Context: an optimization exercise on an open-source flow, tuned for small area. The choices shown serve that exercise and are no tape-out recipe. Function was checked by simulation only, so behaviour that the tests miss may differ from the original. Power and IR drop assume default switching activity.

File: config.mk
export PLATFORM = sky130hd
export DESIGN_NAME = top_level
export DESIGN_NICKNAME = top_level
export VERILOG_FILES = /design/flow/design.v
export SDC_FILE = /design/flow/constraint.sdc
export NUM_CORES = 4
export LEC_CHECK = 0
export CAP_MARGIN = 20
export CORE_MARGIN = 2
export CORE_UTILIZATION = 40
export CTS_BUF_LIST = sky130_fd_sc_hd__clkbuf_8
export SLEW_MARGIN = 20
File: constraint.sdc
create_clock -name core_clock -period 10.0 [get_ports {clk}]
set_input_delay 2.0000 -clock core_clock [delete_from_list [all_inputs] [get_ports {clk}]]
set_output_delay 2.0000 -clock core_clock [all_outputs]
set_load 0.01 [all_outputs]
File: design.v
module top_level(input wire clk, input wire rst, input wire[7:0] data, input wire[3:0] address, input wire wr, output wire[3:0] ch0_audio, ch1_audio, ch2_audio);
genvar i;
reg[7:0] ch0_freq;
reg[7:0] ch0_p_vol;
reg[7:0] ch0_nduty;
reg[5:0] ch0_ctrl;
reg[7:0] ch1_freq;
reg[7:0] ch1_p_vol;
reg[7:0] ch1_nduty;
reg[4:0] ch1_ctrl;
reg[7:0] ch2_freq;
reg[7:0] ch2_sample;
reg[4:0] ch2_ctrl;
wire[7:0] wdata = {8{~rst}} & data;
wire lo = wr & ~address[3];
wire hi = wr & address[3];
always @(posedge clk)
begin
	if(rst | (lo & (address[2:0] == 3'd0))) ch0_freq <= wdata;
	if(rst | (lo & (address[2:0] == 3'd1))) ch0_p_vol <= wdata;
	if(rst | (lo & (address[2:0] == 3'd2))) ch0_nduty <= ~wdata;
	if(rst | (lo & (address[2:0] == 3'd3))) ch0_ctrl <= wdata[5:0];
	if(rst | (lo & (address[2:0] == 3'd4))) ch1_freq <= wdata;
	if(rst | (lo & (address[2:0] == 3'd5))) ch1_p_vol <= wdata;
	if(rst | (lo & (address[2:0] == 3'd6))) ch1_nduty <= ~wdata;
	if(rst | (lo & (address[2:0] == 3'd7))) ch1_ctrl <= wdata[4:0];
	if(rst | (hi & (address[1:0] == 2'd0))) ch2_freq <= wdata;
	if(rst | (hi & (address[1:0] == 2'd1))) ch2_sample <= wdata;
	if(rst | (hi & address[1])) ch2_ctrl <= wdata[4:0];
end
reg[9:0] dac_n;
wire[10:0] dac_b;
assign dac_b[0] = 1'b1;
generate for(i=0;i<10;i=i+1) begin: dac_borrow
	assign dac_b[i+1] = dac_b[i] & ~dac_n[i];
end endgenerate
always @(posedge clk)
	dac_n <= {10{rst}} | (dac_n ^ dac_b[9:0]);
reg[7:0] div0;
reg tick0;
wire div0_match = ~|(div0 ^ ch0_freq);
wire[8:0] div0_c;
assign div0_c[0] = 1'b1;
generate for(i=0;i<8;i=i+1) begin: div0_carry
	assign div0_c[i+1] = div0_c[i] & div0[i];
end endgenerate
always @(posedge clk) begin
	div0 <= {8{~(rst | div0_match)}} & (div0 ^ div0_c[7:0]);
	tick0 <= ~rst & div0_match;
end
reg[7:0] div1;
reg tick1;
wire div1_match = ~|(div1 ^ ch1_freq);
wire[8:0] div1_c;
assign div1_c[0] = 1'b1;
generate for(i=0;i<8;i=i+1) begin: div1_carry
	assign div1_c[i+1] = div1_c[i] & div1[i];
end endgenerate
always @(posedge clk) begin
	div1 <= {8{~(rst | div1_match)}} & (div1 ^ div1_c[7:0]);
	tick1 <= ~rst & div1_match;
end
reg[9:0] div2;
reg tick2;
wire div2_match = ~|(div2[9:2] ^ ch2_freq);
wire[10:0] div2_c;
assign div2_c[0] = 1'b1;
generate for(i=0;i<10;i=i+1) begin: div2_carry
	assign div2_c[i+1] = div2_c[i] & div2[i];
end endgenerate
always @(posedge clk) begin
	div2 <= {10{~(rst | div2_match)}} & (div2 ^ div2_c[9:0]);
	tick2 <= ~rst & div2_match;
end
reg[9:0] ch0_tri;
reg ch0_dir;
wire[10:0] ch0_tc;
assign ch0_tc[0] = tick0;
generate for(i=0;i<10;i=i+1) begin: ch0_toggle
	assign ch0_tc[i+1] = ch0_tc[i] & (ch0_tri[i] ^ ch0_dir);
end endgenerate
always @(posedge clk) begin
	ch0_tri <= {10{~rst}} & (ch0_tri ^ ch0_tc[9:0]);
	if(rst) ch0_dir <= 1'b0;
	else if(&ch0_tri) ch0_dir <= 1'b1;
	else if(ch0_tri == 10'd1) ch0_dir <= 1'b0;
end
reg[9:0] noise;
reg[3:0] noise_cnt;
wire noise_zero = ~|noise;
wire noise_load = tick0 & (noise_cnt == 4'd9);
wire[9:0] noise_d = {noise[2] ^ noise[5], noise[1] ^ noise[4], noise[0] ^ noise[3], noise[9:3]}
                    | {1'b0, noise_zero, 6'd0, noise_zero, 1'b0};
always @(posedge clk) begin
	noise <= {10{~rst}} & (noise ^ ({10{noise_load}} & noise_d));
	if(rst | noise_load) noise_cnt <= 4'd0;
	else if(tick0) noise_cnt <= noise_cnt + 4'd1;
end
reg[10:0] saw1;
wire[11:0] saw1_c;
assign saw1_c[0] = tick1;
generate for(i=0;i<11;i=i+1) begin: saw1_carry
	assign saw1_c[i+1] = saw1_c[i] & saw1[i];
end endgenerate
always @(posedge clk)
	saw1 <= {11{~rst}} & (saw1 ^ saw1_c[10:0]);
reg[7:0] sin_tri;
reg sin_dir;
reg[9:0] sin_acc;
wire[63:0] sin_carry_table = 64'hdfccc300fcf33020;
wire sin_carry = sin_carry_table[{sin_tri[4:0], sin_dir}];
wire[8:0] sin_tc;
assign sin_tc[0] = tick2;
generate for(i=0;i<8;i=i+1) begin: sin_toggle
	assign sin_tc[i+1] = sin_tc[i] & (sin_tri[i] ^ sin_dir);
end endgenerate
wire sin_flip = tick2 & (sin_dir ? (sin_tri[7:2] == 6'b100000 && !sin_tri[0]) : (sin_tri[7:1] == 7'b0111111));
wire[9:0] sin_add = {10{tick2}} & {{6{sin_tri[7]}}, sin_tri[7:4]};
wire[10:0] sin_cy;
assign sin_cy[0] = tick2 & sin_carry;
wire[9:0] sin_sum;
generate for(i=0;i<10;i=i+1) begin: sin_adder
	assign sin_sum[i] = sin_acc[i] ^ sin_add[i] ^ sin_cy[i];
	assign sin_cy[i+1] = (sin_acc[i] & sin_add[i]) | (sin_acc[i] & sin_cy[i]) | (sin_add[i] & sin_cy[i]);
end endgenerate
always @(posedge clk) begin
	sin_tri <= {8{~rst}} & (sin_tri ^ sin_tc[7:0]);
	sin_dir <= ~rst & (sin_dir ^ sin_flip);
	sin_acc <= {10{~rst}} & sin_sum;
end
function gt_count(input [9:0] a, input [9:0] n);
	integer k; reg g;
	begin
		g = 1'b0;
		for(k=0;k<10;k=k+1) g = (a[k] & n[k]) | (a[k] & g) | (n[k] & g);
		gt_count = g;
	end
endfunction
function gt_duty(input [7:0] t, input [7:0] nd);
	integer k; reg g;
	begin
		g = 1'b1;
		for(k=0;k<8;k=k+1) g = (t[k] & nd[k]) | (t[k] & g) | (nd[k] & g);
		gt_duty = ~g;
	end
endfunction
reg[9:0] s0;
always @(*)
	case(ch0_ctrl[5:4])
	2'b01: s0 = ch0_tri;
	2'b11: s0 = gt_duty(ch0_tri[9:2], ch0_nduty) ? {ch0_p_vol, 2'b00} : 10'd0;
	default: s0 = noise;
	endcase
wire[9:0] s1 = ch1_ctrl[4] ? saw1[10:1] : (gt_duty(saw1[10:3], ch1_nduty) ? {ch1_p_vol, 2'b00} : 10'd0);
wire[9:0] s2 = ch2_ctrl[4] ? sin_acc : {ch2_sample, 2'b00};
assign ch0_audio = ch0_ctrl[3:0] & {4{gt_count(s0, dac_n)}};
assign ch1_audio = ch1_ctrl[3:0] & {4{gt_count(s1, dac_n)}};
assign ch2_audio = ch2_ctrl[3:0] & {4{gt_count(s2, dac_n)}};
endmodule
File: run.sh
#!/bin/bash
# synth_recipe.tcl (not shown) runs the flow's synth.tcl, then flattens the netlist and writes it again
# the make line also repeats each setting of config.mk as NAME=value (left out here)
make -C /OpenROAD-flow-scripts/flow DESIGN_CONFIG=/design/flow/config.mk WORK_HOME=/design/flow/orfs CLKGATE_MAP_FILE= SYNTH_SCRIPT=/design/flow/synth_recipe.tcl finish
==> results of run 1 <==
==> worst max-delay path: cells and delay by family, from the launching register on <==
kind | cells | cell delay (ns)
buffers and inverters | 1 | 0.13
and+or+nand+nor | 1 | 0.05
adders and majority gates | 10 | 4.10
xor gates and xnor gates | 2 | 0.31
DFF | 1 | 0.50
AOI/OAI and AO/OA | 2 | 0.48
==> sequential cells by signal, summed over array words and instances (netlist names), 10 cells and up <==
signal and cells:
div2 10, sin_acc 10, ch0_tri 10, dac_n 10, saw1 11, noise 10
==> cell usage after synthesis (all sizes together), types with 11 or more instances <==
| cell | instances |
|---|---|
| o22ai | 11 |
| a21oi | 36 |
| xor2 | 46 |
| dfxtp | 94 |
| a21o | 11 |
| edfxtp | 80 |
| a31oi | 13 |
| nor2 | 76 |
| nor2b | 17 |
| o21ai | 31 |
| inv | 50 |
| ha | 44 |
| clkbuf | 30 |
| xnor2 | 18 |
| and2 | 29 |
| nand2 | 48 |
| nand2b | 20 |
==> layout by cell type, fill, tap and decap left out, drive strengths merged, types with 7 or more instances in the layout <==
cell type / Yosys / final
nor2: 76 / 76
nor3: 7 / 7
inv: 50 / 58
a211oi: 7 / 7
o21ai: 31 / 31
or3: 8 / 8
nor4: 10 / 10
xnor2: 18 / 18
nor2b: 17 / 17
dfxtp: 94 / 94
clkbuf: 30 / 17
and2: 29 / 29
fa: 9 / 9
a21o: 11 / 11
nand2: 48 / 48
nand2b: 20 / 20
nand3: 10 / 10
clkdlybuf4s50: 0 / 25
o22ai: 11 / 11
ha: 44 / 44
edfxtp: 80 / 80
a31oi: 13 / 13
xor2: 46 / 46
a21oi: 36 / 36
==> logic make-up after synthesis <==
kind of cell             count (synthesis)  synth area share
flip-flops                             174             0.518
AO/OA/AOI/OAI                          152             0.122
AND/OR/NAND/NOR                        240             0.147
adder cells (fa/ha/maj)                 59            0.0957
buffers and inverters                   82            0.0373
multiplexers                            10            0.0128
XOR/XNOR                                64            0.0677
==> through the flow <==
stage | total power, mW | utilization | instances | instance area, um^2
3_5_place_dp | 0.931 | 0.431 | 1046 | 8760
6_report | 1.42 | 0.452 | 1078 | 9180
3_3_place_gp | 0.929 | 0.431 | 1046 | 8760
2_1_floorplan | 0.885 | - | 781 | 8280
4_1_cts | 1.44 | 0.452 | 1078 | 9180
5_1_grt | 1.48 | 0.452 | 1078 | 9180
==> per-layer routing <==
metal,track usage,vias to the layer above
met5,0,-
met4,0.0533,0
met3,0.0272,13
met2,0.259,82
met1,0.219,2601
li1,-,2774
==> final timing paths <==
path,from,endpoint,slack (ns)
worst max register to register,sin_tri[1]$_DFF_P_,sin_acc[9]$_DFF_P_,4.29
worst min-delay path,div2[0]$_DFF_P_,div2[0]$_DFF_P_,0.43
worst min register to register,div2[0]$_DFF_P_,div2[0]$_DFF_P_,0.43
worst max-delay path,sin_tri[1]$_DFF_P_,sin_acc[9]$_DFF_P_,4.29
==> where the power goes <==
part           internal [mW]  switching (mW)
Clock                  0.214           0.292
Sequential             0.781          0.0232
Combinational         0.0493          0.0603
Total                   1.04           0.375
==> layout make-up <==
type	count	area share
multi-input combinational	525	0.401
clock inverter	15	0.0206
timing repair buffer	27	0.0286
tap	270	0.0368
inverter	50	0.0204
sequential	174	0.467
clock buffer	17	0.0255
==> summary.json, run 1 <==
{
  "clock_network": {
    "postCtsSetupBuffers": 0,
    "tritoncts": "yes",
    "ctsResizeCount": 0,
    "postCtsHoldBufs": 0,
    "numCtsBuffers": 17,
    "cts.htree.levels": 4,
    "cts.clk_slew.worst_paths_ns": 0.10,
    "cts-root-buf": "sky130_fd_sc_hd__clkbuf_8",
    "clock-sinks": 174,
    "worst_skew_pair.late_latency_ns": 0.46,
    "cts_max_path_buffers": 2
  },
  "yosys": {
    "synth_top_area_cell": "sky130_fd_sc_hd__edfxtp_1",
    "synth_sequential_area_ratio": 0.518,
    "synthTopCellsByArea": "sky130_fd_sc_hd__edfxtp_1 (29%), sky130_fd_sc_hd__dfxtp_1 (23%), sky130_fd_sc_hd__ha_1 (6.7%), sky130_fd_sc_hd__xor2_1 (4.9%), sky130_fd_sc_hd__nor2_1 (3.4%)",
    "yosys.cell_types.count": 66,
    "synth_enable_flop_cells": 80,
    "post_synth_instance_area_um2": 8280,
    "post_synth_inst_count": 781,
    "async_flop_share": 0,
    "synth_top_flop_cell": "sky130_fd_sc_hd__dfxtp_1",
    "netlist.area_leader.share": 0.290,
    "avg_synthesized_cell_area_um2": 10.6,
    "synth-seq-cells": 174,
    "synth.net_count": 849,
    "yosysWarningCount": 1
  },
  "global_route": {
    "combined_global_route_utilization_of_all_metal_layers": 0.160,
    "grt_max_degree": 88,
    "grt_first_pass_wirelength_um": 27500,
    "grt_pass1_vias": 5268,
    "overflow": 0,
    "initial_antenna_violation_count": 0
  },
  "timing": {
    "setup_total_negative_slack_ns": 0,
    "fin_skew_ns": 0.0172,
    "fin_worst_hold_slack_ns": 0.426,
    "max_freq_mhz": 175,
    "finalCriticalPeriod_ns": 5.71,
    "timing.max_slew.rel_slack": 0.403,
    "finalSetupViolations": 0,
    "fin_crit_sh": 0.571,
    "worstMarginPinSlew_ns": 0.895,
    "layout_setup_ws_ns": 4.29,
    "hold_violations": 0,
    "number_of_pins_exceeding_their_max_slew_limit_in_the_final_report": 0,
    "rsz0062_at_grt": "false"
  },
  "setup_path": {
    "critPathLaunchType": "flip-flop",
    "critical_path.slowest_cell": "sky130_fd_sc_hd__dfxtp_1",
    "worstSetupEndpointType": "flip-flop",
    "slowest_stage_delay_on_critical_path_ns": 0.50,
    "largest_fanout_of_any_net_on_the_critical_path": 8,
    "critical_path.most_common_cell": "sky130_fd_sc_hd__fa_1",
    "reg2reg_depth": 16,
    "cp.required_ns": 10.32,
    "crit_path_cell_trace": "inv_1, ha_1, o311ai_0, o211ai_1, fa_1, fa_1, fa_1, fa_1, fa_1, fa_1, fa_1, fa_1, fa_1, xor2_1, xnor2_1, nor2_1",
    "critPathArrivalTime_ns": 6.03,
    "critical_path_class": "reg2reg"
  },
  "floorplanning": {
    "core_um2": 20300,
    "placement_rows": 52,
    "dieHeight_um": 148,
    "design.portCount": 27,
    "floorplan.die_area_um2": 21900,
    "initial_utilization": 0.408,
    "floorplan.die.width_um": 148
  },
  "drt": {
    "drt-wirelength-per-cell_um": 15.5,
    "vias": 5470,
    "iteration_0_drc_markers": 397,
    "detailroute.wirelength.met3_um": 472,
    "routed_via_density": 5.07,
    "drt_first_pass_iters": 5,
    "detail-route-antenna-nets": 0,
    "met2_wl_um": 7810,
    "routedLengthMet1_um": 8160,
    "drc": 0,
    "routed_wl_um": 16700,
    "highest-signal-layer": "met4"
  },
  "place": {
    "dp_hpwl_um": 11600,
    "post-place-ws_ns": 4.26,
    "gpl.final_weighted_congestion": 0.856,
    "port_buffers": 26
  },
  "hold_path": {
    "worst_hold_path.num_cells": 1,
    "hold_path_class": "reg2reg"
  },
  "final_layout": {
    "areaGrowthSynthToFinish_pct": 10.9,
    "final_layout_size_suffix_gt1_frac": 0.0594,
    "ff_latch_area_um2": 4280,
    "net_count_of_the_finished_layout": 863,
    "filler_cell_count": 1935,
    "multi_input_area_um2": 3680,
    "num_antenna_cells": 0
  },
  "pwr": {
    "static_leak_nw": 3.66,
    "power_density_nw_per_um2": 155,
    "peakVddDrop_mv": 0.0971
  },
  "run": {
    "maxCapViolations": 0
  },
  "status": {
    "run_status": "no timing/DRC/antenna violations"
  }
}
==> run 2, diff against run 1 <==
==> flow/run.sh (new file) <==
#!/bin/bash
# Layout flow: the standard ORFS flow (standard.sh) with these changes:
#  - synthesis maps logic with an area-oriented ABC script (flow/abc_area.script)
#    in place of ORFS's delay-oriented one; everything else in synthesis is
#    the standard flow's own script, so the registers are the standard synthesis's;
#  - port buffers are sky130_fd_sc_hd__buf_1;
#  - CTS builds the tree from clkbuf_8 without dummy loads.
# Each tool's full output goes to the ORFS logs under orfs/logs; make's own
# output goes to flow.log here.
set -euo pipefail
here=$(pwd)
mkdir -p "$here/myflow"
# The standard flow's synthesis script, with synth.tcl patched to use our ABC script
sed "s#source \$::env(SCRIPTS_DIR)/synth.tcl#source $here/myflow/synth.tcl#" synth_recipe.tcl > "$here/myflow/synth_recipe.tcl"
sed 's#^source \$::env(SCRIPTS_DIR)/synth_preamble.tcl#&\nset abc_args [lreplace $abc_args 1 1 $::env(AREA_ABC_SCRIPT)]#' \
  "$FLOW_HOME/scripts/synth.tcl" > "$here/myflow/synth.tcl"
grep -q AREA_ABC_SCRIPT "$here/myflow/synth.tcl"
export AREA_ABC_SCRIPT="$here/flow/abc_area.script"
bash standard.sh \
  SYNTH_SCRIPT="$here/myflow/synth_recipe.tcl" \
  AREA_ABC_SCRIPT="$AREA_ABC_SCRIPT" \
  BUFFER_PORTS_ARGS="-buffer_cell sky130_fd_sc_hd__buf_1" \
  CTS_ARGS="-sink_clustering_enable -repair_clock_nets -dont_use_dummy_load -buf_list sky130_fd_sc_hd__clkbuf_8" \
  finish > "$here/flow.log" 2>&1
==> flow/abc_area.script (new file) <==
strash
dch -f
amap
strash
dch -f
amap
==> standard.sh (new file) <==
#!/bin/bash
# synth_recipe.tcl (not shown) runs the flow's synth.tcl, then flattens the netlist and writes it again
# the make line also repeats each setting of config.mk as NAME=value (left out here)
make -C /OpenROAD-flow-scripts/flow DESIGN_CONFIG=/design/flow/config.mk WORK_HOME=/design/flow/orfs CLKGATE_MAP_FILE= SYNTH_SCRIPT=/design/flow/synth_recipe.tcl "${@:-finish}"
--- a/config.mk
+++ b/config.mk
@@ -8,5 +8,4 @@
 export CAP_MARGIN = 20
 export CORE_MARGIN = 2
 export CORE_UTILIZATION = 40
-export CTS_BUF_LIST = sky130_fd_sc_hd__clkbuf_8
 export SLEW_MARGIN = 20
removed: run.sh
==> summary.json, run 2 <==
{
  "status": {
    "run_status": {"value": "no timing/DRC/antenna violations", "change": "unchanged"}
  },
  "timing": {
    "max_freq": {"value": 159, "unit": "MHz", "change": "was 175 MHz"},
    "worstMarginPinSlew": {"value": 0.898, "unit": "ns", "change": "was 0.895 ns"},
    "number_of_pins_exceeding_their_max_slew_limit_in_the_final_report": {"value": 0, "change": "unchanged"},
    "finalSetupViolations": {"value": 0, "change": "unchanged"},
    "fin_skew": {"value": 0.0254, "unit": "ns", "change": "was 0.0172 ns"},
    "timing.max_slew.rel_slack": {"value": 0.401, "change": "was 0.403"},
    "setup_total_negative_slack": {"value": 0, "unit": "ns", "change": "unchanged"},
    "finalCriticalPeriod": {"value": 6.27, "unit": "ns", "change": "was 5.71 ns"},
    "rsz0062_at_grt": {"value": "false", "change": "unchanged"},
    "fin_crit_sh": {"value": 0.627, "change": "was 0.571"},
    "hold_violations": {"value": 0, "change": "unchanged"}
  },
  "floorplanning": {
    "floorplan.die_area": {"value": 20200, "unit": "um^2", "change": "was 21,900 um^2"},
    "dieHeight": {"value": 142, "unit": "um", "change": "was 148 um"},
    "placement_rows": {"value": 50, "change": "was 52"},
    "core": {"value": 18700, "unit": "um^2", "change": "was 20,300 um^2"},
    "design.portCount": {"value": 27, "change": "unchanged"},
    "floorplan.die.width": {"value": 142, "unit": "um", "change": "was 148 um"},
    "initial_utilization": {"value": 0.408, "change": "about the same"}
  },
  "setup_path": {
    "timing.critical_path.max_delay_family": {"value": "compound AO/OA/AOI/OAI gates", "change": "was adder cells"},
    "largest_fanout_of_any_net_on_the_critical_path": {"value": 8, "change": "unchanged"},
    "critical_path_class": {"value": "reg2out", "change": "was reg2reg"},
    "critical_path.slowest_cell": {"value": "sky130_fd_sc_hd__a221oi_1", "change": "was sky130_fd_sc_hd__dfxtp_1"},
    "slowest_stage_delay_on_critical_path": {"value": 0.78, "unit": "ns", "change": "was 0.50 ns"},
    "crit_path_cell_trace": {"value": "a22oi_1, nand2_1, o221ai_1, nand2_1, o221ai_1, nand2_1, a221oi_1, nand2_1, a31oi_1, o21ai_0, o22ai_1, nor2_1, o221ai_1, nand2_1, and2_0, a21oi_1, o21bai_1, nor2_1, o22ai_1, nor2b_1, nor2_1, nor2b_1, nor2b_1, buf_1", "change": "was inv_1, ha_1, o311ai_0, o211ai_1, fa_1, fa_1, fa_1, fa_1, fa_1, fa_1, fa_1, fa_1, fa_1, xor2_1, xnor2_1, nor2_1"},
    "critPathBufInv": {"value": 1, "change": "unchanged"},
    "cp.required": {"value": 8.00, "unit": "ns", "change": "was 10.32 ns"},
    "critPathLaunchType": {"value": "flip-flop", "change": "unchanged"},
    "critical_path.most_common_cell": {"value": "sky130_fd_sc_hd__nand2_1", "change": "was sky130_fd_sc_hd__fa_1"},
    "worstSetupEndpointType": {"value": "output pin", "change": "was flip-flop"},
    "critPathArrivalTime": {"value": 4.27, "unit": "ns", "change": "was 6.03 ns"}
  },
  "clock_network": {
    "postCtsHoldBufs": {"value": 0, "change": "unchanged"},
    "postCtsSetupBuffers": {"value": 0, "change": "unchanged"},
    "tritoncts": {"value": "yes", "change": "unchanged"},
    "clock-sinks": {"value": 174, "change": "unchanged"},
    "worst_skew_pair.late_latency": {"value": 0.45, "unit": "ns", "change": "was 0.46 ns"},
    "cts.htree.levels": {"value": 4, "change": "unchanged"},
    "numCtsBuffers": {"value": 17, "change": "unchanged"},
    "ctsResizeCount": {"value": 0, "change": "unchanged"},
    "cts-root-buf": {"value": "sky130_fd_sc_hd__clkbuf_8", "change": "unchanged"},
    "cts_max_path_buffers": {"value": 2, "change": "unchanged"},
    "cts.clk_slew.worst_paths": {"value": 0.08, "unit": "ns", "change": "was 0.10 ns"}
  },
  "final_layout": {
    "filler_cell_count": {"value": 1750, "change": "was 1,935"},
    "final_layout_size_suffix_gt1_frac": {"value": 0.0315, "change": "was 0.0594"},
    "multi_input_area": {"value": 3040, "unit": "um^2", "change": "was 3680 um^2"},
    "largest_register_ffs": {"value": 11, "change": "unchanged"},
    "net_count_of_the_finished_layout": {"value": 833, "change": "was 863"},
    "ff_latch_area": {"value": 4280, "unit": "um^2", "change": "unchanged"},
    "areaGrowthSynthToFinish": {"value": 8.80, "unit": "%", "change": "was 10.9%"},
    "layout_common_cells": {"value": "sky130_fd_sc_hd__dfxtp_1 (94), sky130_fd_sc_hd__edfxtp_1 (80), sky130_fd_sc_hd__clkinv_1 (79)", "change": "was sky130_fd_sc_hd__dfxtp_1 (94), sky130_fd_sc_hd__edfxtp_1 (80), sky130_fd_sc_hd__nor2_1 (75)"},
    "final_common_cell": {"value": "sky130_fd_sc_hd__dfxtp_1", "change": "unchanged"},
    "num_antenna_cells": {"value": 0, "change": "unchanged"},
    "regMostFlops": {"value": "saw1", "change": "unchanged"},
    "fin_area": {"value": 8290, "unit": "um^2", "change": "was 9180 um^2"}
  },
  "place": {
    "gpl.final_weighted_congestion": {"value": 0.829, "change": "was 0.856"},
    "port_buffers": {"value": 26, "change": "unchanged"},
    "dp_hpwl": {"value": 11400, "unit": "um", "change": "was 11,600 um"},
    "post_dp_cell_area": {"value": 8060, "unit": "um^2", "change": "was 8760 um^2"}
  },
  "yosys": {
    "synth.net_count": {"value": 782, "change": "was 849"},
    "yosys.cell_types.count": {"value": 41, "change": "was 66"},
    "synthTopCellsByCount": {"value": "sky130_fd_sc_hd__dfxtp_1 (94), sky130_fd_sc_hd__edfxtp_1 (80), sky130_fd_sc_hd__clkinv_1 (79)", "change": "was sky130_fd_sc_hd__dfxtp_1 (94), sky130_fd_sc_hd__edfxtp_1 (80), sky130_fd_sc_hd__nor2_1 (75)"},
    "synth_enable_flop_cells": {"value": 80, "change": "unchanged"},
    "synth-seq-cells": {"value": 174, "change": "unchanged"},
    "synthTopCellsByArea": {"value": "sky130_fd_sc_hd__edfxtp_1 (32%), sky130_fd_sc_hd__dfxtp_1 (25%), sky130_fd_sc_hd__ha_1 (7.2%), sky130_fd_sc_hd__clkinv_1 (3.9%), sky130_fd_sc_hd__nor2_1 (3.8%)", "change": "was sky130_fd_sc_hd__edfxtp_1 (29%), sky130_fd_sc_hd__dfxtp_1 (23%), sky130_fd_sc_hd__ha_1 (6.7%), sky130_fd_sc_hd__xor2_1 (4.9%), sky130_fd_sc_hd__nor2_1 (3.4%)"},
    "avg_synthesized_cell_area": {"value": 10.7, "unit": "um^2", "change": "was 10.6 um^2"},
    "post_synth_instance_area": {"value": 7620, "unit": "um^2", "change": "was 8280 um^2"},
    "netlist.area_leader.share": {"value": 0.315, "change": "was 0.290"},
    "synth_top_flop_cell": {"value": "sky130_fd_sc_hd__dfxtp_1", "change": "unchanged"},
    "yosysWarningCount": {"value": 1, "change": "unchanged"},
    "yosysMostFrequentCell": {"value": "sky130_fd_sc_hd__dfxtp_1", "change": "unchanged"},
    "synth_sequential_area_ratio": {"value": 0.562, "change": "was 0.518"},
    "post_synth_inst_count": {"value": 714, "change": "was 781"},
    "async_flop_share": {"value": 0, "change": "unchanged"},
    "synth_top_area_cell": {"value": "sky130_fd_sc_hd__edfxtp_1", "change": "unchanged"}
  },
  "global_route": {
    "grt_max_degree": {"value": 55, "change": "was 88"},
    "grt_pass1_vias": {"value": 5327, "change": "was 5,268"},
    "overflow": {"value": 0, "change": "unchanged"},
    "combined_global_route_utilization_of_all_metal_layers": {"value": 0.170, "change": "was 0.160"},
    "grt_first_pass_wirelength": {"value": 26800, "unit": "um", "change": "was 27,500 um"},
    "initial_antenna_violation_count": {"value": 0, "change": "unchanged"}
  },
  "drt": {
    "routed_via_density": {"value": 5.39, "change": "was 5.07"},
    "drt_first_pass_iters": {"value": 5, "change": "unchanged"},
    "drt-wirelength-per-cell": {"value": 16.3, "unit": "um", "change": "was 15.5 um"},
    "routed_wl": {"value": 16200, "unit": "um", "change": "was 16,700 um"},
    "vias": {"value": 5375, "change": "was 5,470"},
    "iteration_0_drc_markers": {"value": 305, "change": "was 397"},
    "drc": {"value": 0, "change": "unchanged"},
    "detail-route-antenna-nets": {"value": 0, "change": "unchanged"}
  },
  "pwr": {
    "peakVddDrop": {"value": 0.0882, "unit": "mV", "change": "was 0.0971 mV"},
    "power_density": {"value": 151, "unit": "nW/um^2", "change": "was 155 nW/um^2"},
    "static_leak": {"value": 3.11, "unit": "nW", "change": "was 3.66 nW"}
  },
  "hold_path": {
    "hold_path_class": {"value": "reg2reg", "change": "unchanged"}
  },
  "run": {
    "maxCapViolations": {"value": 0, "change": "unchanged"}
  }
}
[run 2: changes by cell type in the layout (fill, tap and decap cells not counted), moves of 22 or more]
cell,previous run,this run
sky130_fd_sc_hd__buf_1,0,25
sky130_fd_sc_hd__nand2_1,48,70
sky130_fd_sc_hd__clkdlybuf4s50_1,25,0
sky130_fd_sc_hd__xor2_1,46,6
sky130_fd_sc_hd__clkinv_1,0,79
sky130_fd_sc_hd__and2_1,28,0
sky130_fd_sc_hd__inv_1,49,0
[run 2: cell type report]
cell class | instances | share of cell area
Clock buffer | 17 | 0.0282
Inverter | 79 | 0.0358
Multi-Input combinational cell | 461 | 0.367
Sequential cell | 174 | 0.517
Tap cell | 234 | 0.0353
Timing Repair Buffer | 32 | 0.0173
[run 2: logic make-up after synthesis]
kind of cell	count (synthesis)	share of synthesized area
AOI/OAI and AO/OA	180	0.164
xor gates and xnor gates	6	0.00689
adders and majority gates	53	0.0958
buffers and inverters	79	0.0389
DFF	174	0.562
and+or+nand+nor	222	0.132
[run 2: final timing paths]
check | depth (start not counted) | endpoint | slack, ns | from
max reg2reg | 17 | sin_acc[9]$_DFF_P_ | 4.19 | sin_tri[0]$_DFF_P_
max | 24 | ch1_audio[1] | 3.73 | ch1_nduty[2]$_DFFE_PP_
min reg2reg | 1 | dac_n[0]$_DFF_P_ | 0.43 | dac_n[0]$_DFF_P_
min | 1 | dac_n[0]$_DFF_P_ | 0.43 | dac_n[0]$_DFF_P_
[run 2: power breakdown]
| group | switching, mW | internal [mW] |
|---|---|---|
| sequential | 0.0175 | 0.781 |
| clock | 0.212 | 0.150 |
| combinational | 0.0611 | 0.0327 |
| total | 0.291 | 0.964 |
[run 2: per-layer routing]
layer	vias up	global-route usage	share of wire
met3	17	0.0357	0.034
met5	-	0	0
met4	0	0.0432	0.011
met1	2544	0.208	0.45
met2	98	0.306	0.50
li1	2716	-	-
[run 2: stage by stage]
| step | hold WS [ns] | power (mW) | cells | setup WS (ns) | utilization |
|---|---|---|---|---|---|
| floorplan | 0.384 | 0.871 | 714 | 4.49 | - |
| global route | 0.441 | 1.31 | 997 | 3.11 | 0.443 |
| global placement | 0.410 | 0.906 | 980 | 4.28 | 0.431 |
| CTS | 0.424 | 1.27 | 997 | 3.70 | 0.443 |
| detailed placement | 0.411 | 0.909 | 980 | 4.17 | 0.431 |
| finish | 0.429 | 1.25 | 997 | 3.73 | 0.443 |
==> run 3, diff against run 2 <==
--- a/config.mk
+++ b/config.mk
@@ -5,7 +5,8 @@
 export SDC_FILE = /design/flow/constraint.sdc
 export NUM_CORES = 4
 export LEC_CHECK = 0
-export CAP_MARGIN = 20
+export CAP_MARGIN = 0
 export CORE_MARGIN = 2
 export CORE_UTILIZATION = 40
-export SLEW_MARGIN = 20
+export GPL_TIMING_DRIVEN = 0
+export SLEW_MARGIN = 0
==> summary.json, run 3 <==
{
  "status": {
    "run_status": {"value": "no timing/DRC/antenna violations", "change": "unchanged"}
  },
  "drt": {
    "drc": {"value": 0, "change": "unchanged"},
    "drt_first_pass_iters": {"value": 5, "change": "unchanged"},
    "vias": {"value": 5423, "change": "was 5,375"},
    "iteration_0_drc_markers": {"value": 352, "change": "was 305"},
    "routed_via_density": {"value": 5.47, "change": "was 5.39"},
    "detail-route-antenna-nets": {"value": 0, "change": "unchanged"},
    "drt-wirelength-per-cell": {"value": 15.9, "unit": "um", "change": "was 16.3 um"},
    "routed_wl": {"value": 15800, "unit": "um", "change": "was 16,200 um"}
  },
  "setup_path": {
    "slowest_stage_delay_on_critical_path": {"value": 0.84, "unit": "ns", "change": "was 0.78 ns"},
    "critical_path_class": {"value": "reg2out", "change": "unchanged"},
    "cp.required": {"value": 8.00, "unit": "ns", "change": "about the same"},
    "crit_path_cell_trace": {"value": "a22oi_1, nand2_1, o221ai_1, nand2_1, o221ai_1, nand2_1, a221oi_1, a22oi_1, nor2_1, o21ai_0, o22ai_1, nor2_1, o221ai_1, nand2_1, and2_0, a21oi_1, o21bai_1, o21ai_0, nor2b_1, nor2_1, nor2b_1, nor2b_1, buf_1", "change": "was a22oi_1, nand2_1, o221ai_1, nand2_1, o221ai_1, nand2_1, a221oi_1, nand2_1, a31oi_1, o21ai_0, o22ai_1, nor2_1, o221ai_1, nand2_1, and2_0, a21oi_1, o21bai_1, nor2_1, o22ai_1, nor2b_1, nor2_1, nor2b_1, nor2b_1, buf_1"},
    "critical_path.most_common_cell": {"value": "sky130_fd_sc_hd__nand2_1", "change": "unchanged"},
    "reg2reg_from": {"value": "sin_tri[1]$_DFF_P_", "change": "was sin_tri[0]$_DFF_P_"},
    "reg2reg_depth": {"value": 17, "change": "unchanged"},
    "critical_path.slowest_cell": {"value": "sky130_fd_sc_hd__a221oi_1", "change": "unchanged"},
    "endpoint_of_the_worst_slack_reg_to_reg_timing_path": {"value": "sin_acc[9]$_DFF_P_", "change": "unchanged"},
    "regToRegSetupSlack": {"value": 4.19, "unit": "ns", "change": "about the same"},
    "largest_fanout_of_any_net_on_the_critical_path": {"value": 8, "change": "unchanged"},
    "worstSetupEndpointType": {"value": "output pin", "change": "unchanged"},
    "critPathArrivalTime": {"value": 4.48, "unit": "ns", "change": "was 4.27 ns"},
    "critPathLaunchType": {"value": "flip-flop", "change": "unchanged"}
  },
  "pwr": {
    "power": {"value": 1.25, "unit": "mW", "change": "about the same"},
    "power_density": {"value": 151, "unit": "nW/um^2", "change": "about the same"},
    "peakVddDrop": {"value": 0.0788, "unit": "mV", "change": "was 0.0882 mV"},
    "static_leak": {"value": 3.10, "unit": "nW", "change": "was 3.11 nW"}
  },
  "timing": {
    "fin_skew": {"value": 0.0210, "unit": "ns", "change": "was 0.0254 ns"},
    "finalSetupViolations": {"value": 0, "change": "unchanged"},
    "setup_total_negative_slack": {"value": 0, "unit": "ns", "change": "unchanged"},
    "number_of_pins_exceeding_their_max_slew_limit_in_the_final_report": {"value": 0, "change": "unchanged"},
    "rsz0062_at_grt": {"value": "false", "change": "unchanged"},
    "hold_violations": {"value": 0, "change": "unchanged"},
    "timing.max_slew.rel_slack": {"value": 0.107, "change": "was 0.401"},
    "max_freq": {"value": 154, "unit": "MHz", "change": "was 159 MHz"},
    "finalCriticalPeriod": {"value": 6.48, "unit": "ns", "change": "was 6.27 ns"},
    "fin_crit_sh": {"value": 0.648, "change": "was 0.627"},
    "worstMarginPinSlew": {"value": 1.33, "unit": "ns", "change": "was 0.898 ns"}
  },
  "global_route": {
    "overflow": {"value": 0, "change": "unchanged"},
    "grt_first_pass_wirelength": {"value": 27100, "unit": "um", "change": "was 26,800 um"},
    "initial_antenna_violation_count": {"value": 0, "change": "unchanged"},
    "combined_global_route_utilization_of_all_metal_layers": {"value": 0.171, "change": "was 0.170"},
    "grt_pass1_vias": {"value": 5441, "change": "was 5,327"},
    "grt_max_degree": {"value": 55, "change": "unchanged"}
  },
  "final_layout": {
    "regMostFlops": {"value": "saw1", "change": "unchanged"},
    "final_layout_size_suffix_gt1_frac": {"value": 0.0264, "change": "was 0.0315"},
    "largest_register_ffs": {"value": 11, "change": "unchanged"},
    "filler_cell_count": {"value": 1690, "change": "was 1,750"},
    "layout_common_cells": {"value": "sky130_fd_sc_hd__dfxtp_1 (94), sky130_fd_sc_hd__edfxtp_1 (80), sky130_fd_sc_hd__nor2_1 (78), sky130_fd_sc_hd__clkinv_1 (78), sky130_fd_sc_hd__nand2_1 (70)", "change": "was sky130_fd_sc_hd__dfxtp_1 (94), sky130_fd_sc_hd__edfxtp_1 (80), sky130_fd_sc_hd__clkinv_1 (79)"},
    "net_count_of_the_finished_layout": {"value": 828, "change": "was 833"},
    "areaGrowthSynthToFinish": {"value": 8.47, "unit": "%", "change": "was 8.80%"},
    "final_common_cell": {"value": "sky130_fd_sc_hd__dfxtp_1", "change": "unchanged"},
    "num_antenna_cells": {"value": 0, "change": "unchanged"}
  },
  "floorplanning": {
    "placement_rows": {"value": 50, "change": "unchanged"},
    "core": {"value": 18700, "unit": "um^2", "change": "unchanged"},
    "design.portCount": {"value": 27, "change": "unchanged"},
    "floorplan.die_area": {"value": 20200, "unit": "um^2", "change": "unchanged"},
    "dieHeight": {"value": 142, "unit": "um", "change": "unchanged"},
    "initial_utilization": {"value": 0.408, "change": "unchanged"},
    "floorplan.die.width": {"value": 142, "unit": "um", "change": "unchanged"}
  },
  "yosys": {
    "synthTopCellsByCount": {"value": "sky130_fd_sc_hd__dfxtp_1 (94), sky130_fd_sc_hd__edfxtp_1 (80), sky130_fd_sc_hd__clkinv_1 (79)", "change": "unchanged"},
    "synth.net_count": {"value": 782, "change": "unchanged"},
    "synth_top_area_cell": {"value": "sky130_fd_sc_hd__edfxtp_1", "change": "unchanged"},
    "synth_enable_flop_cells": {"value": 80, "change": "unchanged"},
    "yosys.cell_types.count": {"value": 41, "change": "unchanged"},
    "yosysWarningCount": {"value": 1, "change": "unchanged"},
    "synth_sequential_area_ratio": {"value": 0.562, "change": "unchanged"},
    "synth-seq-cells": {"value": 174, "change": "unchanged"},
    "netlist.area_leader.share": {"value": 0.315, "change": "unchanged"},
    "yosysMostFrequentCell": {"value": "sky130_fd_sc_hd__dfxtp_1", "change": "unchanged"},
    "avg_synthesized_cell_area": {"value": 10.7, "unit": "um^2", "change": "unchanged"},
    "post_synth_inst_count": {"value": 714, "change": "unchanged"},
    "post_synth_instance_area": {"value": 7620, "unit": "um^2", "change": "unchanged"},
    "synthTopCellsByArea": {"value": "sky130_fd_sc_hd__edfxtp_1 (32%), sky130_fd_sc_hd__dfxtp_1 (25%), sky130_fd_sc_hd__ha_1 (7.2%), sky130_fd_sc_hd__clkinv_1 (3.9%), sky130_fd_sc_hd__nor2_1 (3.8%)", "change": "unchanged"},
    "synth_top_flop_cell": {"value": "sky130_fd_sc_hd__dfxtp_1", "change": "unchanged"},
    "async_flop_share": {"value": 0, "change": "unchanged"}
  },
  "clock_network": {
    "cts_max_path_buffers": {"value": 2, "change": "unchanged"},
    "cts.htree.levels": {"value": 4, "change": "unchanged"},
    "clock-sinks": {"value": 174, "change": "unchanged"},
    "ctsResizeCount": {"value": 0, "change": "unchanged"},
    "numCtsBuffers": {"value": 17, "change": "unchanged"},
    "cts-root-buf": {"value": "sky130_fd_sc_hd__clkbuf_8", "change": "unchanged"},
    "postCtsHoldBufs": {"value": 0, "change": "unchanged"},
    "cts.clk_slew.worst_paths": {"value": 0.07, "unit": "ns", "change": "was 0.08 ns"},
    "postCtsSetupBuffers": {"value": 0, "change": "unchanged"},
    "worst_skew_pair.late_latency": {"value": 0.45, "unit": "ns", "change": "about the same"},
    "tritoncts": {"value": "yes", "change": "unchanged"}
  },
  "place": {
    "dp_hpwl": {"value": 11300, "unit": "um", "change": "was 11,400 um"},
    "port_buffers": {"value": 26, "change": "unchanged"},
    "gpl.final_weighted_congestion": {"value": 0.815, "change": "was 0.829"}
  },
  "hold_path": {
    "hold_end": {"value": "dac_n[0]$_DFF_P_", "change": "unchanged"},
    "hold_path_class": {"value": "reg2reg", "change": "unchanged"},
    "hold_path_startpoint": {"value": "dac_n[0]$_DFF_P_", "change": "unchanged"},
    "worst_hold_path.num_cells": {"value": 1, "change": "unchanged"}
  },
  "run": {
    "maxCapViolations": {"value": 0, "change": "unchanged"}
  }
}
-- run 3: cell counts after synthesis --
Identical to the previous run, type by type.
-- run 3: worst max path at each step --
stage / start / to / slack (ns) / depth (start not counted)
after detailed placement: ch1_nduty[2]$_DFFE_PP_ / ch1_audio[2] / 4.01 / 23
after CTS: ch1_nduty[2]$_DFFE_PP_ / ch1_audio[2] / 3.51 / 23
after global routing: ch1_nduty[2]$_DFFE_PP_ / ch1_audio[1] / 2.81 / 23
final: ch1_nduty[2]$_DFFE_PP_ / ch1_audio[2] / 3.52 / 23
after global placement: rst / ch0_p_vol[1]$_DFFE_PP_ / 2.61 / 3
after floorplan: sin_tri[0]$_DFF_P_ / sin_acc[9]$_DFF_P_ / 4.49 / 17
-- run 3: cell families (layout without fill, tap and decap cells) --
family,Yosys count,after routing,share of synthesized area
AO/OA/AOI/OAI,180,180,0.164
XOR/XNOR,6,6,0.00689
adder cells (fa/ha/maj),53,53,0.0958
buffers and inverters,79,123,0.0389
flip-flops,174,174,0.562
AND/OR/NAND/NOR,222,222,0.132
-- run 3: final cells by class --
| type | instances | area (um^2) | area share |
|---|---|---|---|
| sequential | 174 | 4280 | 0.518 |
| tap | 234 | 293 | 0.0354 |
| clock buffer | 17 | 234 | 0.0283 |
| inverter | 79 | 297 | 0.0359 |
| timing repair buffer | 27 | 119 | 0.0144 |
| multi-input combinational | 461 | 3040 | 0.368 |
-- run 3: per-stage QoR --
stage / hold WS [ns] / utilization / worst slack (ns) / cell area [um^2] / instances
after floorplan: 0.384 / - / 4.49 / 7620 / 714
after global placement: 0.413 / 0.428 / 2.61 / 8010 / 974
after detailed placement: 0.414 / 0.430 / 4.01 / 8040 / 975
after CTS: 0.430 / 0.442 / 3.51 / 8270 / 992
after global routing: 0.459 / 0.442 / 2.81 / 8270 / 992
final: 0.430 / 0.442 / 3.52 / 8270 / 992
-- run 3: worst max-delay path, delay by kind of cell (launching register included) --
family,cells,cell delay [ns]
DFF,1,0.41
and+or+nand+nor,11,1.20
AOI/OAI and AO/OA,11,2.27
buffers and inverters,1,0.16
-- run 3: power breakdown --
group,internal [mW],leakage (nW),switching [mW]
sequential,0.781,1.54,0.0178
combinational,0.0318,1.43,0.0601
clock,0.150,0.122,0.209
-- run 3: layer usage --
metal,global-route usage,part of all wire,vias to the layer above
met5,0,0,-
met3,0.0353,0.028,32
met2,0.288,0.49,84
met1,0.218,0.46,2590
li1,-,-,2717
met4,0.0637,0.023,0
==> run 4, diff against run 3 <==
--- a/flow/run.sh
+++ b/flow/run.sh
@@ -3,6 +3,7 @@
 #  - synthesis maps logic with an area-oriented ABC script (flow/abc_area.script)
 #    in place of ORFS's delay-oriented one; everything else in synthesis is
 #    the standard flow's own script, so the registers are the standard synthesis's;
+#  - adders are left to ABC too (no ADDER_MAP_FILE), not mapped to ha/fa cells first;
 #  - port buffers are sky130_fd_sc_hd__buf_1;
 #  - CTS builds the tree from clkbuf_8 without dummy loads.
 # Each tool's full output goes to the ORFS logs under orfs/logs; make's own
@@ -19,6 +20,7 @@
 bash standard.sh \
   SYNTH_SCRIPT="$here/myflow/synth_recipe.tcl" \
   AREA_ABC_SCRIPT="$AREA_ABC_SCRIPT" \
+  ADDER_MAP_FILE= \
   BUFFER_PORTS_ARGS="-buffer_cell sky130_fd_sc_hd__buf_1" \
   CTS_ARGS="-sink_clustering_enable -repair_clock_nets -dont_use_dummy_load -buf_list sky130_fd_sc_hd__clkbuf_8" \
   finish > "$here/flow.log" 2>&1
==> flow/abc_area.script (replaced) <==
strash
balance
rewrite
refactor
balance
rewrite
rewrite -z
balance
refactor -z
rewrite -z
balance
dch -f
amap
strash
dch -f
amap
==> summary.json, run 4 <==
{
  "clock_network": {
    "tritoncts": {"value": "yes", "change": "unchanged"},
    "cts-root-buf": {"value": "sky130_fd_sc_hd__clkbuf_8", "change": "unchanged"},
    "cts_max_path_buffers": {"value": 2, "change": "unchanged"},
    "cts.htree.levels": {"value": 4, "change": "unchanged"},
    "postCtsHoldBufs": {"value": 0, "change": "unchanged"},
    "cts.clk_slew.worst_paths": {"value": 0.09, "unit": "ns", "change": "was 0.07 ns"},
    "ctsResizeCount": {"value": 0, "change": "unchanged"},
    "worst_skew_pair.late_latency": {"value": 0.47, "unit": "ns", "change": "was 0.45 ns"},
    "numCtsBuffers": {"value": 17, "change": "unchanged"},
    "clock-sinks": {"value": 174, "change": "unchanged"},
    "postCtsSetupBuffers": {"value": 0, "change": "unchanged"}
  },
  "place": {
    "gpl.final_weighted_congestion": {"value": 0.782, "change": "was 0.815"},
    "port_buffers": {"value": 26, "change": "unchanged"},
    "dp_hpwl": {"value": 11100, "unit": "um", "change": "was 11,300 um"},
    "post_dp_cell_area": {"value": 7790, "unit": "um^2", "change": "was 8040 um^2"},
    "placed_cells_incl_taps": {"value": 1034, "change": "was 975"}
  },
  "timing": {
    "fin_crit_sh": {"value": 0.684, "change": "was 0.648"},
    "worstMarginPinSlew": {"value": 1.31, "unit": "ns", "change": "was 1.33 ns"},
    "setup_total_negative_slack": {"value": 0, "unit": "ns", "change": "unchanged"},
    "hold_violations": {"value": 0, "change": "unchanged"},
    "finalSetupViolations": {"value": 0, "change": "unchanged"},
    "timing.max_slew.rel_slack": {"value": 0.120, "change": "was 0.107"},
    "rsz0062_at_grt": {"value": "false", "change": "unchanged"},
    "max_freq": {"value": 146, "unit": "MHz", "change": "was 154 MHz"},
    "finalCriticalPeriod": {"value": 6.84, "unit": "ns", "change": "was 6.48 ns"},
    "fin_skew": {"value": 0.0276, "unit": "ns", "change": "was 0.0210 ns"},
    "fin_worst_hold_slack": {"value": 0.422, "unit": "ns", "change": "was 0.430 ns"},
    "number_of_pins_exceeding_their_max_slew_limit_in_the_final_report": {"value": 0, "change": "unchanged"}
  },
  "floorplanning": {
    "floorplan.die.width": {"value": 140, "unit": "um", "change": "was 142 um"},
    "design.portCount": {"value": 27, "change": "unchanged"},
    "placement_rows": {"value": 49, "change": "was 50"},
    "core": {"value": 18000, "unit": "um^2", "change": "was 18,700 um^2"},
    "initial_utilization": {"value": 0.409, "change": "was 0.408"},
    "dieHeight": {"value": 140, "unit": "um", "change": "was 142 um"},
    "floorplan.die_area": {"value": 19500, "unit": "um^2", "change": "was 20,200 um^2"}
  },
  "drt": {
    "drt_first_pass_iters": {"value": 6, "change": "was 5"},
    "vias": {"value": 5582, "change": "was 5,423"},
    "routed_wl": {"value": 15900, "unit": "um", "change": "was 15,800 um"},
    "routed_via_density": {"value": 5.31, "change": "was 5.47"},
    "drt-wirelength-per-cell": {"value": 15.1, "unit": "um", "change": "was 15.9 um"},
    "drc": {"value": 0, "change": "unchanged"},
    "iteration_0_drc_markers": {"value": 505, "change": "was 352"},
    "detail-route-antenna-nets": {"value": 0, "change": "unchanged"}
  },
  "final_layout": {
    "fin_area": {"value": 8020, "unit": "um^2", "change": "was 8270 um^2"},
    "areaGrowthSynthToFinish": {"value": 8.87, "unit": "%", "change": "was 8.47%"},
    "num_antenna_cells": {"value": 0, "change": "unchanged"},
    "multi_input_area": {"value": 2780, "unit": "um^2", "change": "was 3040 um^2"},
    "ff_latch_area": {"value": 4280, "unit": "um^2", "change": "unchanged"},
    "layout_common_cells": {"value": "sky130_fd_sc_hd__nor2_1 (160), sky130_fd_sc_hd__dfxtp_1 (94), sky130_fd_sc_hd__clkinv_1 (83)", "change": "was sky130_fd_sc_hd__dfxtp_1 (94), sky130_fd_sc_hd__edfxtp_1 (80), sky130_fd_sc_hd__nor2_1 (78), sky130_fd_sc_hd__clkinv_1 (78), sky130_fd_sc_hd__nand2_1 (70)"},
    "regMostFlops": {"value": "saw1", "change": "unchanged"},
    "final_cells": {"value": 1051, "change": "was 992"},
    "net_count_of_the_finished_layout": {"value": 839, "change": "was 828"},
    "final_layout_size_suffix_gt1_frac": {"value": 0.0243, "change": "was 0.0264"},
    "filler_cell_count": {"value": 1799, "change": "was 1,690"},
    "final_common_cell": {"value": "sky130_fd_sc_hd__nor2_1", "change": "was sky130_fd_sc_hd__dfxtp_1"},
    "largest_register_ffs": {"value": 11, "change": "unchanged"}
  },
  "setup_path": {
    "endpoint_of_the_worst_slack_reg_to_reg_timing_path": {"value": "sin_acc[9]$_DFF_P_", "change": "unchanged"},
    "worst-path-stages": {"value": 29, "change": "was 23"},
    "reg2reg_depth": {"value": 25, "change": "was 17"},
    "slowest_stage_delay_on_critical_path": {"value": 0.47, "unit": "ns", "change": "was 0.84 ns"},
    "critical_path.slowest_cell": {"value": "sky130_fd_sc_hd__dfxtp_1", "change": "was sky130_fd_sc_hd__a221oi_1"},
    "critPathArrivalTime": {"value": 4.84, "unit": "ns", "change": "was 4.48 ns"},
    "cp.required": {"value": 8.00, "unit": "ns", "change": "about the same"},
    "reg2reg_from": {"value": "sin_tri[0]$_DFF_P_", "change": "was sin_tri[1]$_DFF_P_"},
    "critPathBufInv": {"value": 1, "change": "unchanged"},
    "largest_fanout_of_any_net_on_the_critical_path": {"value": 8, "change": "unchanged"},
    "regToRegSetupSlack": {"value": 6.27, "unit": "ns", "change": "was 4.19 ns"},
    "worst_setup_path_endpoint": {"value": "ch0_audio[2]", "change": "was ch1_audio[2]"},
    "timing.critical_path.max_delay_family": {"value": "compound AO/OA/AOI/OAI gates", "change": "unchanged"},
    "critical_path_class": {"value": "reg2out", "change": "unchanged"},
    "worst_setup_path_startpoint": {"value": "ch0_tri[3]$_DFF_P_", "change": "was ch1_nduty[2]$_DFFE_PP_"},
    "critPathLaunchType": {"value": "flip-flop", "change": "unchanged"},
    "worstSetupEndpointType": {"value": "output pin", "change": "unchanged"}
  },
  "global_route": {
    "overflow": {"value": 0, "change": "unchanged"},
    "grt_pass1_vias": {"value": 4938, "change": "was 5,441"},
    "grt_max_degree": {"value": 40, "change": "was 55"},
    "combined_global_route_utilization_of_all_metal_layers": {"value": 0.166, "change": "was 0.171"},
    "initial_antenna_violation_count": {"value": 0, "change": "unchanged"},
    "grt_first_pass_wirelength": {"value": 25400, "unit": "um", "change": "was 27,100 um"}
  },
  "yosys": {
    "synthTopCellsByArea": {"value": "sky130_fd_sc_hd__edfxtp_1 (33%), sky130_fd_sc_hd__dfxtp_1 (26%), sky130_fd_sc_hd__nor2_1 (8.2%), sky130_fd_sc_hd__a211oi_1 (4.7%), sky130_fd_sc_hd__clkinv_1 (4.2%)", "change": "was sky130_fd_sc_hd__edfxtp_1 (32%), sky130_fd_sc_hd__dfxtp_1 (25%), sky130_fd_sc_hd__ha_1 (7.2%), sky130_fd_sc_hd__clkinv_1 (3.9%), sky130_fd_sc_hd__nor2_1 (3.8%)"},
    "post_synth_inst_count": {"value": 778, "change": "was 714"},
    "synth.net_count": {"value": 793, "change": "was 782"},
    "synth_top_flop_cell": {"value": "sky130_fd_sc_hd__dfxtp_1", "change": "unchanged"},
    "yosys.cell_types.count": {"value": 35, "change": "was 41"},
    "async_flop_share": {"value": 0, "change": "unchanged"},
    "synth_sequential_area_ratio": {"value": 0.582, "change": "was 0.562"},
    "yosysWarningCount": {"value": 1, "change": "unchanged"},
    "yosysMostFrequentCell": {"value": "sky130_fd_sc_hd__nor2_1", "change": "was sky130_fd_sc_hd__dfxtp_1"},
    "synth_enable_flop_cells": {"value": 80, "change": "unchanged"},
    "avg_synthesized_cell_area": {"value": 9.47, "unit": "um^2", "change": "was 10.7 um^2"},
    "synthTopCellsByCount": {"value": "sky130_fd_sc_hd__nor2_1 (160), sky130_fd_sc_hd__dfxtp_1 (94), sky130_fd_sc_hd__clkinv_1 (83)", "change": "was sky130_fd_sc_hd__dfxtp_1 (94), sky130_fd_sc_hd__edfxtp_1 (80), sky130_fd_sc_hd__clkinv_1 (79)"},
    "post_synth_instance_area": {"value": 7370, "unit": "um^2", "change": "was 7620 um^2"},
    "synth-seq-cells": {"value": 174, "change": "unchanged"},
    "synth_top_area_cell": {"value": "sky130_fd_sc_hd__edfxtp_1", "change": "unchanged"},
    "netlist.area_leader.share": {"value": 0.326, "change": "was 0.315"}
  },
  "pwr": {
    "peakVddDrop": {"value": 0.108, "unit": "mV", "change": "was 0.0788 mV"},
    "static_leak": {"value": 2.57, "unit": "nW", "change": "was 3.10 nW"},
    "power_density": {"value": 157, "unit": "nW/um^2", "change": "was 151 nW/um^2"}
  },
  "run": {
    "maxCapViolations": {"value": 0, "change": "unchanged"}
  },
  "status": {
    "run_status": {"value": "no timing/DRC/antenna violations", "change": "unchanged"}
  },
  "hold_path": {
    "hold_path_class": {"value": "reg2reg", "change": "unchanged"}
  }
}
run 4: cell families (layout without fill, tap and decap cells):
kind of cell / after synthesis / in the layout / synth area share
flops: 174 / 174 / 0.582
simple gates: 294 / 294 / 0.170
buf+inv: 83 / 127 / 0.0423
compound gates: 227 / 227 / 0.206
run 4: layout make-up:
cell class,count,area share
inverters,83,0.0388
well taps,229,0.0357
multi-input cells,521,0.346
repair buffers,27,0.0158
clock buffers,17,0.0292
flip-flops and latches,174,0.534
run 4: stage by stage:
| stage | setup slack (ns) | power, mW | util |
|---|---|---|---|
| 2_1_floorplan | 4.41 | 0.868 | - |
| 3_3_place_gp | 2.62 | 0.902 | 0.430 |
| 3_5_place_dp | 3.68 | 0.905 | 0.432 |
| 4_1_cts | 3.17 | 1.27 | 0.445 |
| 5_1_grt | 2.64 | 1.31 | 0.445 |
| 6_report | 3.16 | 1.26 | 0.445 |
run 4: worst register-to-register path, cell delays in order, from the launching register on:
cell,delay [ns]
sky130_fd_sc_hd__dfxtp_1,0.41
sky130_fd_sc_hd__clkinv_1,0.16
sky130_fd_sc_hd__a21oi_1,0.17
sky130_fd_sc_hd__o22a_1,0.13
sky130_fd_sc_hd__nor2_1,0.04
sky130_fd_sc_hd__nor3_1,0.32
sky130_fd_sc_hd__nor2_1,0.07
sky130_fd_sc_hd__nor2_1,0.18
sky130_fd_sc_hd__nor2_1,0.06
sky130_fd_sc_hd__nor2_1,0.17
sky130_fd_sc_hd__nor2_1,0.06
sky130_fd_sc_hd__nor2_1,0.16
sky130_fd_sc_hd__nor2_1,0.06
sky130_fd_sc_hd__nor2_1,0.17
sky130_fd_sc_hd__nor2_1,0.06
sky130_fd_sc_hd__nor2_1,0.16
sky130_fd_sc_hd__o22ai_1,0.13
sky130_fd_sc_hd__o21ai_0,0.16
sky130_fd_sc_hd__o21a_1,0.17
sky130_fd_sc_hd__nand2_1,0.06
sky130_fd_sc_hd__o21ai_0,0.10
sky130_fd_sc_hd__and2_0,0.18
sky130_fd_sc_hd__a21oi_1,0.05
sky130_fd_sc_hd__a21oi_1,0.19
sky130_fd_sc_hd__o21ai_0,0.10
sky130_fd_sc_hd__a21oi_1,0.15
run 4: worst min-delay path by stage:
| stage | from | endpoint | slack [ns] | depth (start not counted) |
|---|---|---|---|---|
| 6_report | div0[0]$_DFF_P_ | div0[0]$_DFF_P_ | 0.42 | 1 |
| 5_1_grt | div0[0]$_DFF_P_ | div0[0]$_DFF_P_ | 0.43 | 1 |
| 4_1_cts | div0[0]$_DFF_P_ | div0[0]$_DFF_P_ | 0.42 | 1 |
| 3_5_place_dp | div0[0]$_DFF_P_ | div0[0]$_DFF_P_ | 0.41 | 1 |
| 3_3_place_gp | div1[0]$_DFF_P_ | div1[0]$_DFF_P_ | 0.41 | 1 |
| 2_1_floorplan | dac_n[0]$_DFF_P_ | dac_n[0]$_DFF_P_ | 0.40 | 1 |
run 4: where the power goes:
part / total, mW / internal [mW] / switching (mW)
clock: 0.368 / 0.150 / 0.218
combinational: 0.0924 / 0.0306 / 0.0618
sequential: 0.796 / 0.780 / 0.0152
total: 1.26 / 0.961 / 0.295
run 4: metal layers:
metal / track usage / share of wire / vias up
met5: 0 / 0 / -
met4: 0.0432 / 0.010 / 0
met3: 0.0389 / 0.040 / 14
met2: 0.254 / 0.45 / 83
met1: 0.237 / 0.50 / 2548
li1: - / - / 2937
==> run 5, diff against run 4 <==
--- a/config.mk
+++ b/config.mk
@@ -7,6 +7,7 @@
 export LEC_CHECK = 0
 export CAP_MARGIN = 0
 export CORE_MARGIN = 2
-export CORE_UTILIZATION = 40
+export CORE_UTILIZATION = 70
 export GPL_TIMING_DRIVEN = 0
+export PLACE_DENSITY = 0.85
 export SLEW_MARGIN = 0
==> summary.json, run 5 <==
{
  "status": {
    "run_status": {"value": "no timing/DRC/antenna violations", "change": "unchanged"}
  },
  "clock_network": {
    "cts_max_path_buffers": {"value": 2, "change": "unchanged"},
    "ctsResizeCount": {"value": 0, "change": "unchanged"},
    "numCtsBuffers": {"value": 17, "change": "unchanged"},
    "cts.clk_slew.worst_paths": {"value": 0.08, "unit": "ns", "change": "was 0.09 ns"},
    "tritoncts": {"value": "yes", "change": "unchanged"},
    "cts.htree.levels": {"value": 4, "change": "unchanged"},
    "clock-sinks": {"value": 174, "change": "unchanged"},
    "worst_skew_pair.late_latency": {"value": 0.44, "unit": "ns", "change": "was 0.47 ns"}
  },
  "setup_path": {
    "critical_path.slowest_cell": {"value": "sky130_fd_sc_hd__a211oi_1", "change": "was sky130_fd_sc_hd__dfxtp_1"},
    "worst_setup_path_endpoint": {"value": "ch0_audio[0]", "change": "was ch0_audio[2]"},
    "critical_path_class": {"value": "reg2out", "change": "unchanged"},
    "reg2reg_from": {"value": "sin_tri[2]$_DFF_P_", "change": "was sin_tri[0]$_DFF_P_"},
    "critPathLaunchType": {"value": "flip-flop", "change": "unchanged"},
    "reg2reg_depth": {"value": 26, "change": "was 25"},
    "endpoint_of_the_worst_slack_reg_to_reg_timing_path": {"value": "sin_acc[9]$_DFF_P_", "change": "unchanged"},
    "worst_setup_path_startpoint": {"value": "ch0_tri[3]$_DFF_P_", "change": "unchanged"},
    "worstSetupEndpointType": {"value": "output pin", "change": "unchanged"},
    "slowest_stage_delay_on_critical_path": {"value": 0.76, "unit": "ns", "change": "was 0.47 ns"},
    "largest_fanout_of_any_net_on_the_critical_path": {"value": 8, "change": "unchanged"},
    "cp.required": {"value": 8.00, "unit": "ns", "change": "about the same"},
    "critPathArrivalTime": {"value": 4.81, "unit": "ns", "change": "was 4.84 ns"}
  },
  "floorplanning": {
    "initial_utilization": {"value": 0.717, "change": "was 0.409"},
    "design.portCount": {"value": 27, "change": "unchanged"},
    "core": {"value": 10300, "unit": "um^2", "change": "was 18,000 um^2"},
    "floorplan.die.width": {"value": 107, "unit": "um", "change": "was 140 um"}
  },
  "yosys": {
    "synth_top_area_cell": {"value": "sky130_fd_sc_hd__edfxtp_1", "change": "unchanged"},
    "async_flop_share": {"value": 0, "change": "unchanged"},
    "synth-seq-cells": {"value": 174, "change": "unchanged"},
    "avg_synthesized_cell_area": {"value": 9.47, "unit": "um^2", "change": "unchanged"},
    "synthTopCellsByCount": {"value": "sky130_fd_sc_hd__nor2_1 (160), sky130_fd_sc_hd__dfxtp_1 (94), sky130_fd_sc_hd__clkinv_1 (83)", "change": "unchanged"},
    "netlist.area_leader.share": {"value": 0.326, "change": "unchanged"},
    "yosysWarningCount": {"value": 1, "change": "unchanged"},
    "post_synth_inst_count": {"value": 778, "change": "unchanged"},
    "yosys.cell_types.count": {"value": 35, "change": "unchanged"},
    "synth_enable_flop_cells": {"value": 80, "change": "unchanged"},
    "yosysMostFrequentCell": {"value": "sky130_fd_sc_hd__nor2_1", "change": "unchanged"},
    "synthTopCellsByArea": {"value": "sky130_fd_sc_hd__edfxtp_1 (33%), sky130_fd_sc_hd__dfxtp_1 (26%), sky130_fd_sc_hd__nor2_1 (8.2%), sky130_fd_sc_hd__a211oi_1 (4.7%), sky130_fd_sc_hd__clkinv_1 (4.2%)", "change": "unchanged"}
  },
  "place": {
    "gpl.final_weighted_congestion": {"value": 0.866, "change": "was 0.782"},
    "dp_hpwl": {"value": 11100, "unit": "um", "change": "about the same"},
    "post_dp_cell_area": {"value": 7640, "unit": "um^2", "change": "was 7790 um^2"},
    "port_buffers": {"value": 26, "change": "unchanged"}
  },
  "global_route": {
    "combined_global_route_utilization_of_all_metal_layers": {"value": 0.300, "change": "was 0.166"},
    "grt_pass1_vias": {"value": 5677, "change": "was 4,938"},
    "grt_max_degree": {"value": 51, "change": "was 40"},
    "initial_antenna_violation_count": {"value": 0, "change": "unchanged"},
    "overflow": {"value": 0, "change": "unchanged"}
  },
  "drt": {
    "routed_via_density": {"value": 6.26, "change": "was 5.31"},
    "drt-wirelength-per-cell": {"value": 16.7, "unit": "um", "change": "was 15.1 um"},
    "routed_wl": {"value": 16000, "unit": "um", "change": "was 15,900 um"},
    "drt_first_pass_iters": {"value": 6, "change": "unchanged"},
    "iteration_0_drc_markers": {"value": 570, "change": "was 505"},
    "drc": {"value": 0, "change": "unchanged"}
  },
  "timing": {
    "fin_worst_hold_slack": {"value": 0.427, "unit": "ns", "change": "was 0.422 ns"},
    "max_freq": {"value": 147, "unit": "MHz", "change": "was 146 MHz"},
    "fin_skew": {"value": 0.0226, "unit": "ns", "change": "was 0.0276 ns"},
    "finalSetupViolations": {"value": 0, "change": "unchanged"},
    "fin_crit_sh": {"value": 0.681, "change": "was 0.684"},
    "finalCriticalPeriod": {"value": 6.81, "unit": "ns", "change": "was 6.84 ns"},
    "setup_total_negative_slack": {"value": 0, "unit": "ns", "change": "unchanged"}
  },
  "final_layout": {
    "final_cells": {"value": 957, "change": "was 1,051"},
    "num_antenna_cells": {"value": 0, "change": "unchanged"},
    "areaGrowthSynthToFinish": {"value": 6.91, "unit": "%", "change": "was 8.87%"},
    "fin_area": {"value": 7880, "unit": "um^2", "change": "was 8020 um^2"},
    "largest_register_ffs": {"value": 11, "change": "unchanged"},
    "regMostFlops": {"value": "saw1", "change": "unchanged"},
    "final_layout_size_suffix_gt1_frac": {"value": 0.0231, "change": "was 0.0243"},
    "postLayoutCoreUtil": {"value": 0.766, "change": "was 0.445"},
    "multi_input_area": {"value": 2780, "unit": "um^2", "change": "unchanged"}
  },
  "pwr": {
    "power_density": {"value": 158, "unit": "nW/um^2", "change": "was 157 nW/um^2"},
    "static_leak": {"value": 2.56, "unit": "nW", "change": "was 2.57 nW"}
  }
}
-- run 5: power by group --
group | switching [mW] | internal (mW) | total [mW]
combinational | 0.0618 | 0.0295 | 0.0913
clock | 0.205 | 0.150 | 0.356
sequential | 0.0161 | 0.781 | 0.797
-- run 5: worst min path at each step --
stage,slack (ns),cells past startpoint,endpoint,start
6_report,0.43,1,div1[0]$_DFF_P_,div1[0]$_DFF_P_
5_1_grt,0.45,1,div1[0]$_DFF_P_,div1[0]$_DFF_P_
4_1_cts,0.43,1,div1[0]$_DFF_P_,div1[0]$_DFF_P_
3_5_place_dp,0.42,1,div1[0]$_DFF_P_,div1[0]$_DFF_P_
3_3_place_gp,0.41,1,div0[0]$_DFF_P_,div0[0]$_DFF_P_
2_1_floorplan,0.40,1,dac_n[0]$_DFF_P_,dac_n[0]$_DFF_P_
-- run 5: critical path: cells and delay by family, from the launching register on --
family | cells | cell delay (ns)
DFF | 1 | 0.39
AOI/OAI and AO/OA | 15 | 2.46
and+or+nand+nor | 12 | 1.35
buffers and inverters | 1 | 0.17
-- run 5: area by class of cell --
| cell class | instances | area share |
|---|---|---|
| inverters | 83 | 0.0396 |
| multi-input cells | 521 | 0.353 |
| repair buffers | 26 | 0.0125 |
| flip-flops and latches | 174 | 0.544 |
| clock buffers | 17 | 0.0297 |
| well taps | 136 | 0.0216 |
-- run 5: cells by family (layout without fill, tap and decap cells) --
logic type | Yosys count | after routing | synth area share
simple gates | 294 | 294 | 0.170
compound gates | 227 | 227 | 0.206
flops | 174 | 174 | 0.582
buf+inv | 83 | 126 | 0.0423
-- run 5: per-layer routing --
| metal | global-route usage | routed length [um] | vias up |
|---|---|---|---|
| met3 | 0.0644 | 1050 | 46 |
| met4 | 0.126 | 435 | 0 |
| met1 | 0.386 | 6820 | 2797 |
| li1 | - | - | 2933 |
| met5 | 0 | 0 | - |
| met2 | 0.495 | 7660 | 216 |

==> static timing again, ports no longer ideal <==
How much do the figures lean on ideal ports? The routed layouts below were timed once more, with nothing changed but the port constraints.
Step 1 (the two cells are an assumption about what drives the block):
set clk [get_ports {clk}]
set_driving_cell -lib_cell sky130_fd_sc_hd__clkbuf_16 $clk
set_driving_cell -lib_cell sky130_fd_sc_hd__buf_2 [delete_from_list [all_inputs] $clk]
Step 2 adds t to the input delays and takes it off the output delays; t is the mean of the earliest and latest rising clock arrival at the registers after step 1. Input paths then give back, and output paths get back, about the clock's delay inside the block.
a / b / c = ideal / step 1 / step 2; a / b = the first two.
run	t (ns)	setup slack, ns	worst register clock-pin slew, ns	worst slew at a driven data input, ns	cell pins on the clock port's net
run 1	0.493	4.288 / 4.288 / 4.288	0.11 / 0.11	0.03	1
run 2	0.474	3.728 / 3.690 / 4.164	0.09 / 0.09	0.03	1
run 3	0.477	3.517 / 3.480 / 3.956	0.09 / 0.09	0.04	1
run 4	0.487	3.162 / 3.123 / 3.610	0.10 / 0.10	0.04	1
run 5	0.476	3.190 / 3.152 / 3.627	0.09 / 0.09	0.04	1
After both steps setup and hold are still met in every run listed.
